Background: an optimization exercise with open tools, aiming at small area. Do not read the settings as production practice. Function was checked by simulation only, so behaviour that the tests miss may differ from the original. The flow treats the clock pin as an ideal source. Dropping or thinning the clock tree relies on that and would not hold on a real chip. No activity file was given, so power comes from the tool's default toggle rates.

## FinalProject
module FinalProject (input clk, rst, pwr, key0, key1, sw5, sw4, sw3, sw2, sw1, sw0, output [0:6] hex0, hex1, hex2, hex3, hex4, hex5, output reg preheated, output reg done);
	localparam [6:0] hex_1 = 7'b1001111;
	localparam [6:0] hex_2 = 7'b0010010;
	localparam [6:0] hex_3 = 7'b0000110;
	localparam [6:0] hex_4 = 7'b1001100;
	localparam [6:0] hex_5 = 7'b0100100;
	localparam [6:0] hex_6 = 7'b0100000;
	localparam [6:0] hex_7 = 7'b0001111;
	localparam [6:0] hex_8 = 7'b0000000;
	localparam [6:0] hex_9 = 7'b0000100;
	localparam [6:0] hex_0 = 7'b0000001;
	localparam [6:0] hex_blank = 7'b1111111;
	localparam [6:0] hex_dash = 7'b1111110;
	function [6:0] seg(input [3:0] d);
		case (d)
			4'd0: seg = hex_0;
			4'd1: seg = hex_1;
			4'd2: seg = hex_2;
			4'd3: seg = hex_3;
			4'd4: seg = hex_4;
			4'd5: seg = hex_5;
			4'd6: seg = hex_6;
			4'd7: seg = hex_7;
			4'd8: seg = hex_8;
			4'd9: seg = hex_9;
			4'd10: seg = 7'b0010000;
			4'd11: seg = 7'b0000100;
			4'd12: seg = 7'b1011100;
			4'd13: seg = 7'b1111100;
			4'd14: seg = hex_dash;
			default: seg = hex_blank;
		endcase
	endfunction
	function [6:0] b2d(input [5:0] x);
		reg [2:0] t;
		reg [3:0] o;
		begin
			t = (x >= 6'd50) ? 3'd5 : (x >= 6'd40) ? 3'd4 : (x >= 6'd30) ? 3'd3 :
			    (x >= 6'd20) ? 3'd2 : (x >= 6'd10) ? 3'd1 : 3'd0;
			o = x[3:0] - {t[2:0], 1'b0} - {t[0], 3'b000};
			b2d = {t, o};
		end
	endfunction
	reg [2:0] u, w;
	reg v;
	wire u4 = u[2];    
	wire temp_tick = u4 & ~v;
	wire time_tick = u4 & w[2];    
	always @(posedge clk) begin
		if (rst) begin
			u <= 0; v <= 0; w <= 0;
		end else begin
			u <= u4 ? 3'd0 : u + 3'd1;
			if (u4) begin
				v <= ~v;
				w <= w[2] ? 3'd0 : w + 3'd1;
			end
		end
	end
	reg [5:0] wm;
	reg [3:0] wq;
	reg [2:0] ws;
	always @(posedge clk) begin
		if (rst) begin
			wm <= 0; wq <= 0; ws <= 0;
		end else if (time_tick) begin
			if (ws[2]) begin    
				ws <= 0;
				if (wq[3] & wq[1] & wq[0]) begin    
					wq <= 0;
					wm <= (wm[5] & wm[4] & wm[3] & wm[1] & wm[0]) ? 6'd0 : wm + 6'd1;    
				end else
					wq <= wq + 4'd1;
			end else
  ...
==> flow/config.mk <==
export PLATFORM = sky130hd
export DESIGN_NAME = FinalProject
export DESIGN_NICKNAME = FinalProject
export VERILOG_FILES = /design/flow/design.v
export SDC_FILE = /design/flow/constraint.sdc
export NUM_CORES = 4
export LEC_CHECK = 0
export CAP_MARGIN = 20
export CORE_MARGIN = 2
export CORE_UTILIZATION = 50
export PLACE_DENSITY = 0.6
export SLEW_MARGIN = 20
==> flow/constraint.sdc <==
create_clock -name core_clock -period 200.0 [get_ports {clk}]
set_input_delay 40.0000 -clock core_clock [delete_from_list [all_inputs] [get_ports {clk}]]
set_output_delay 40.0000 -clock core_clock [all_outputs]
set_load 0.01 [all_outputs]
standard.sh (not shown) runs the stock make flow with config.mk's settings and CLKGATE_MAP_FILE= SYNTH_SCRIPT=/design/flow/synth_recipe.tcl, a recipe that flattens the netlist after the stock synthesis.
==> flow/flow/run.sh <==
#!/bin/bash
# Own layout flow: the standard flow (standard.sh) with
#  - an area-oriented synthesis (my_synth.tcl: synth_recipe.tcl with a stronger ABC
#    script tried with several seeds, keeping the smallest, and no adder extraction;
#    registers are inferred exactly as standard),
#  - the smallest buffer cell for the port buffers,
#  - a smaller two-level clock tree (clock_tree.tcl, run after TritonCTS): four
#    leaf buffers, each driving a quarter of the registers.
# Each make run's full output goes to its own log here; ORFS's per-step logs are
# under orfs/logs.
set -euo pipefail
W=$(pwd)
export ABC_SEEDS="0 1 2 3"
VARS=(SYNTH_SCRIPT="$W/flow/my_synth.tcl"
      BUFFER_PORTS_ARGS="-buffer_cell sky130_fd_sc_hd__buf_1"
      "CTS_ARGS=-sink_clustering_enable -repair_clock_nets -dont_use_dummy_load -buf_list {sky130_fd_sc_hd__clkbuf_4}"
      POST_CTS_TCL="$W/flow/clock_tree.tcl"
      CLK_LEAVES=4 CLK_LEAF_BUF=sky130_fd_sc_hd__clkbuf_8 CLK_ROOT_BUF=sky130_fd_sc_hd__clkbuf_4)
bash standard.sh "${VARS[@]}" synth > "$W/synth.log" 2>&1
bash standard.sh "${VARS[@]}" finish > "$W/layout.log" 2>&1
Other scripts of this flow, unchanged in this note and not shown: flow/flow/abc_area.script, flow/flow/clock_tree.tcl, flow/flow/my_synth.tcl
Next try:
- CORE_UTILIZATION: 50 -> 75
- PLACE_DENSITY: 0.6 -> 0.85
Critical path depth does not change.
Fmax stays flat.
Total power decreases by 1.9%.
Register-to-register slack is better by 0.09 ns.
Die area falls by 32%.
Design area shrinks by 1.1%.
Wire length drops by about 3%.
Via count rose by about 6.4%.
Core utilization went up by 30 points.
Next try:
- CORE_UTILIZATION: 75 -> 60
- PLACE_DENSITY: 0.85 -> 0.7
- global-route usage went down by 9.1 points
- sequential cell count stays the same
- final area went up by 0.36%
- routed wire length went down by 2.5%
In every run of this note, the design's own scripts or RTL, not TritonCTS, make the clock network.

## v3
The RTL this note starts from:
==> flow/design.v <==
module FinalProject (input clk, rst, pwr, key0, key1, sw5, sw4, sw3, sw2, sw1, sw0, output [0:6] hex0, hex1, hex2, hex3, hex4, hex5, output reg preheated, output reg done);
	localparam [6:0] hex_1 = 7'b1001111;
	localparam [6:0] hex_2 = 7'b0010010;
	localparam [6:0] hex_3 = 7'b0000110;
	localparam [6:0] hex_4 = 7'b1001100;
	localparam [6:0] hex_5 = 7'b0100100;
	localparam [6:0] hex_6 = 7'b0100000;
	localparam [6:0] hex_7 = 7'b0001111;
	localparam [6:0] hex_8 = 7'b0000000;
	localparam [6:0] hex_9 = 7'b0000100;
	localparam [6:0] hex_0 = 7'b0000001;
	localparam [6:0] hex_blank = 7'b1111111;
	localparam [6:0] hex_dash = 7'b1111110;
	function [6:0] seg(input [3:0] d);
		case (d)
			4'd0: seg = hex_0;
			4'd1: seg = hex_1;
			4'd2: seg = hex_2;
			4'd3: seg = hex_3;
			4'd4: seg = hex_4;
			4'd5: seg = hex_5;
			4'd6: seg = hex_6;
			4'd7: seg = hex_7;
			4'd8: seg = hex_8;
			4'd9: seg = hex_9;
			4'd14: seg = hex_dash;
			default: seg = hex_blank;
		endcase
	endfunction
	function [6:0] b2d(input [5:0] x);
		reg [2:0] t;
		reg [3:0] o;
		begin
			t = (x >= 6'd50) ? 3'd5 : (x >= 6'd40) ? 3'd4 : (x >= 6'd30) ? 3'd3 :
			    (x >= 6'd20) ? 3'd2 : (x >= 6'd10) ? 3'd1 : 3'd0;
			o = x[3:0] - {t[2:0], 1'b0} - {t[0], 3'b000};
			b2d = {t, o};
		end
	endfunction
	reg [5:0] c;
	wire temp_tick = (c == 6'd4) | (c == 6'd14) | (c == 6'd24) | (c == 6'd34) | (c == 6'd44);
	wire time_tick = (c == 6'd24) | (c == 6'd49);
	always @(posedge clk) begin
		if (rst | (c == 6'd49)) c <= 0;
		else c <= c + 6'd1;
	end
	reg [5:0] wm;
	reg [3:0] wq;
	reg [2:0] ws;
	always @(posedge clk) begin
		if (rst) begin
			wm <= 0; wq <= 0; ws <= 0;
		end else if (time_tick) begin
			if (ws == 3'd4) begin
				ws <= 0;
				if (wq == 4'd11) begin
					wq <= 0;
					wm <= (wm == 6'd59) ? 6'd0 : wm + 6'd1;
				end else
					wq <= wq + 4'd1;
			end else
				ws <= ws + 3'd1;
		end
	end
	reg k0o, k1o, f0, f1;  
	always @(posedge clk) begin
		if (rst) begin
			k0o <= 1; k1o <= 1; f0 <= 0; f1 <= 0;
		end else begin
			k0o <= key0; k1o <= key1;
			f0 <= ~key0 & k0o;
			f1 <= ~key1 & k1o;
		end
	end
	wire kinc = f0 & ~f1;
	wire kdec = f1 & ~f0;
	wire both = ~key0 & ~key1;
	reg [6:0] tk;
	reg [4:0] cm;
	reg [3:0] cq;
	reg tdone, cdone;
	wire [5:0] swv = {sw5, sw4, sw3, sw2, sw1, sw0};
	reg [4:0] dT;
	reg [2:0] dm;
	reg [2:0] dq;
	always @(*) begin
		case (swv)
			6'b000001: begin dT = 5'd1;  dm = 3'd0; dq = 3'd1; end
			6'b000010: begin dT = 5'd2;  dm = 3'd0; dq = 3'd2; end
			6'b000100: begin dT = 5'd5;  dm = 3'd0; dq = 3'd6; end
			6'b001000: begin dT = 5'd10; dm = 3'd1; dq = 3'd0; end
			6'b010000: begin dT = 5'd20; dm = 3'd5; dq = 3'd0; end
			default:   begin dT = 5'd0;  dm = 3'd0; dq = 3'd0; end
		endcase
	end
	wire tent = ~both & ~tdone;
	wire [6:0] t0 = (tk == 7'd13) ? 7'd60 : tk;
	wire [5:0] tstep = (tent & kinc) ? {1'b0, dT} : (tent & kdec) ? -{1'b0, dT} : 6'd0;
	wire [7:0] tsum = {1'b0, t0} + {{2{tstep[5]}}, tstep};
	wire [6:0] tnext = tsum[7] ? 7'd13 : (tsum >= 8'd100) ? 7'd100 : (tsum <= 8'd13) ? 7'd13 : tsum[6:0];
	wire cinc = ~cdone & kinc;
	wire cdn = cdone | kdec;
	wire [2:0] dqe = cdone ? 3'd1 : dq;
	wire [2:0] dme = cdone ? 3'd0 : dm;
	wire [5:0] qs = cinc ? {3'b0, dqe} + cq : cdn ? {2'b0, cq} - {3'b0, dqe} : {2'b0, cq};   
	wire qhi = ~qs[5] & (qs >= 6'd12);
	wire [3:0] qn = qhi ? qs[3:0] - 4'd12 : qs[5] ? qs[3:0] + 4'd12 : qs[3:0];
	wire [3:0] mstep = (cinc ? {1'b0, dme} : cdn ? -{1'b0, dme} : 4'd0) + (qhi ? 4'd1 : qs[5] ? 4'b1111 : 4'd0);
	wire [6:0] ms = {2'b0, cm} + {{3{mstep[3]}}, mstep};
	wire [4:0] cmn = ms[6] ? 5'd0 : (ms >= 7'd30) ? 5'd30 : ms[4:0];
	wire [3:0] cqn = (ms[6] | (ms >= 7'd30) | ((ms == 7'd0) & (qn == 4'd0))) ? 4'd0 : qn;
	wire czero = (cm == 0) && (cq == 0);
	always @(posedge clk) begin
		if (rst) begin
			tk <= 7'd13; cm <= 0; cq <= 0; tdone <= 0; cdone <= 0;
		end else if (~pwr) begin
			tk <= 7'd60; cm <= 0; cq <= 0; tdone <= 0; cdone <= 0;
		end else begin
			tk <= tnext;
			if (~tent) tdone <= 1;
		end
		if (~rst & pwr & ~tent) begin
			if (~cdone & (~both | czero)) begin
				cm <= cmn;
				cq <= cqn;
			end else begin
				cdone <= 1;
				if (cdec) begin
					cm <= cmn;
					cq <= cqn;
				end
			end
		end
	end
	reg [5:0] xg;
	reg [3:0] xo;
	wire [5:0] tj = tk[6:1];
	wire tf = tk[0];
	wire [6:0] dg = {1'b0, tj} - {1'b0, xg};    
	wire geq = (dg == 7'd0);
	wire g1 = (dg == 7'd1);
	wire heat = (~dg[6] & ~geq) | (geq & tf & (xo < 4'd5));
	wire inband = tf ? (geq & (xo >= 4'd1) & (xo <= 4'd8))
	                 : ((geq & (xo <= 4'd3)) | (g1 & (xo >= 4'd6)));
	always @(posedge clk) begin
		if (rst) begin
			xg <= 6'd6; xo <= 4'd5; preheated <= 0;
		end else if (temp_tick) begin
			preheated <= tdone & inband;
			if (tdone) begin
				if (heat) begin
					if (xo >= 4'd8) begin xo <= xo - 4'd8; xg <= xg + 6'd1; end
					else xo <= xo + 4'd2;
				end else begin
					if (xo == 4'd0) begin xo <= 4'd9; xg <= xg - 6'd1; end
					else xo <= xo - 4'd1;
				end
			end
		end
	end
	reg [2:0] rs;
	wire run = preheated & cdone;
	wire rs4 = (rs == 3'd4);
	wire rs0 = (rs == 3'd0);
	wire cdec = run & time_tick & rs4;
	wire wrap = ({1'b0, wm} + cm + (wq + cq >= 5'd12) >= 7'd60);
	always @(posedge clk) begin
		if (rst | ~run) begin
			done <= 0;
			rs <= 0;
		end else begin
			if (rs0 & (czero | wrap)) done <= 1;
			if (time_tick) rs <= rs4 ? 3'd0 : rs + 3'd1;
		end
	end
	reg [5:0] cin;
	wire [2:0] ctens, xtens;
	wire [3:0] cones, xones;
	assign {ctens, cones} = b2d(cin);
	assign {xtens, xones} = b2d(xg);
	always @(*) begin
		if (~pwr) cin = wm;
		else if (~tdone | cdone) cin = tj;
		else cin = {1'b0, cm};
	end
	wire [3:0] wsec1 = wq[0] ? {1'b0, ws} + 4'd5 : {1'b0, ws};
	reg [3:0] d0, d1, d2, d3, d4, d5;
	always @(*) begin
		d0 = 4'd15; d1 = 4'd15; d2 = 4'd15; d3 = 4'd15; d4 = 4'd15; d5 = 4'd15;
		if (~pwr) begin
			d2 = 4'd14;
			d4 = {1'b0, ctens};
			d3 = cones;
			d1 = {1'b0, wq[3:1]};
			d0 = wsec1;
		end else if (~tdone) begin
			d2 = {1'b0, ctens};
			d1 = cones;
			d0 = tf ? 4'd5 : 4'd0;
		end else if (~cdone) begin
			d2 = 4'd14;
			d4 = {1'b0, ctens};
			d3 = cones;
			d1 = {1'b0, cq[3:1]};
			d0 = cq[0] ? 4'd5 : 4'd0;
		end else begin
			d5 = {1'b0, ctens};
			d4 = cones;
			d3 = tf ? 4'd5 : 4'd0;
			d2 = {1'b0, xtens};
			d1 = xones;
			d0 = xo;
		end
	end
	assign hex0 = seg(d0);
	assign hex1 = seg(d1);
	assign hex2 = seg(d2);
	assign hex3 = seg(d3);
	assign hex4 = seg(d4);
	assign hex5 = seg(d5);
endmodule
==> flow/config.mk <==
export PLATFORM = sky130hd
export DESIGN_NAME = FinalProject
export DESIGN_NICKNAME = FinalProject
export VERILOG_FILES = /design/flow/design.v
export SDC_FILE = /design/flow/constraint.sdc
export NUM_CORES = 4
export LEC_CHECK = 0
export CAP_MARGIN = 0
export CORE_MARGIN = 2
export CORE_UTILIZATION = 60
export PLACE_DENSITY = 0.7
export SLEW_MARGIN = 0
==> flow/constraint.sdc <==
create_clock -name core_clock -period 200.0 [get_ports {clk}]
set_input_delay 40.0000 -clock core_clock [delete_from_list [all_inputs] [get_ports {clk}]]
set_output_delay 40.0000 -clock core_clock [all_outputs]
set_load 0.01 [all_outputs]
==> flow/flow/run.sh <==
#!/bin/bash
# Own layout flow: the standard flow (standard.sh) with
#  - an area-oriented synthesis (my_synth.tcl: synth_recipe.tcl with a stronger ABC
#    script tried with several seeds, keeping the smallest, and no adder extraction;
#    registers are inferred exactly as standard),
#  - the smallest buffer cell for the port buffers,
#  - a smaller two-level clock tree (clock_tree.tcl, run after TritonCTS).
# Each make run's full output goes to its own log here; ORFS's per-step logs are
# under orfs/logs.
set -euo pipefail
W=$(pwd)
export ABC_SEEDS="0 1 2 3"
VARS=(SYNTH_SCRIPT="$W/flow/my_synth.tcl"
      BUFFER_PORTS_ARGS="-buffer_cell sky130_fd_sc_hd__buf_1"
      "CTS_ARGS=-sink_clustering_enable -repair_clock_nets -dont_use_dummy_load -buf_list {sky130_fd_sc_hd__clkbuf_4}"
      POST_CTS_TCL="$W/flow/clock_tree.tcl"
      CLK_LEAVES=4 CLK_LEAF_BUF=sky130_fd_sc_hd__clkbuf_8 CLK_ROOT_BUF=sky130_fd_sc_hd__clkbuf_4)
bash standard.sh "${VARS[@]}" synth > "$W/synth.log" 2>&1
bash standard.sh "${VARS[@]}" finish > "$W/layout.log" 2>&1
Other scripts of this flow, unchanged in this note and not shown: flow/flow/abc_area.script, flow/flow/clock_tree.tcl, flow/flow/my_synth.tcl
For v36, these inputs were changed with respect to v3:
Settings: swapping 0 for 20 in CAP_MARGIN; swapping 0 for 20 in SLEW_MARGIN.
- Re number of sequential cells: no difference whatsoever between v3 and v36.
- Delta (v36 minus v3): die width neither gained nor lost much; total half-perimeter wirelength after legalization and detailed placement closely matched the old numbers.
No run of this note takes its clock network from TritonCTS; it comes from the design's own scripts or RTL.

-- static timing again, ports no longer ideal --
Ports are ideal in the flow. The routed layouts listed here were re-timed in OpenROAD.
Step 1 (the two cells are an assumption about what drives the block):
set clk [get_ports {clk}]
set_driving_cell -lib_cell sky130_fd_sc_hd__clkbuf_16 $clk
set_driving_cell -lib_cell sky130_fd_sc_hd__buf_2 [delete_from_list [all_inputs] $clk]
Step 2, shift: input delay + t, output delay - t, t = (earliest + latest rising clock arrival at the registers) / 2. This alone moves slack from input paths to output paths.
a / b / c = no drivers / after step 1 / after step 2; a / b = the first two.
run	t, ns	setup slack, ns	worst hold slack (ns)	cell pins on the clock port's net
the first run of note 1	0.423	114.955 / 114.931 / 114.931	0.350 / 0.350 / 0.350	1
the second run of note 1	0.395	115.190 / 115.164 / 115.164	0.360 / 0.360 / 0.360	1
the third run of note 1	0.409	114.440 / 114.413 / 114.413	0.354 / 0.354 / 0.354	1
v3	0.404	115.386 / 115.363 / 115.363	0.451 / 0.451 / 0.451	1
v36	0.404	115.386 / 115.363 / 115.363	0.451 / 0.451 / 0.451	1
After both steps every run listed still meets setup and hold. For the third run of note 1, which loses most, drivers alone change the setup slack by -0.027 ns; drivers and shift together by -0.027 ns.
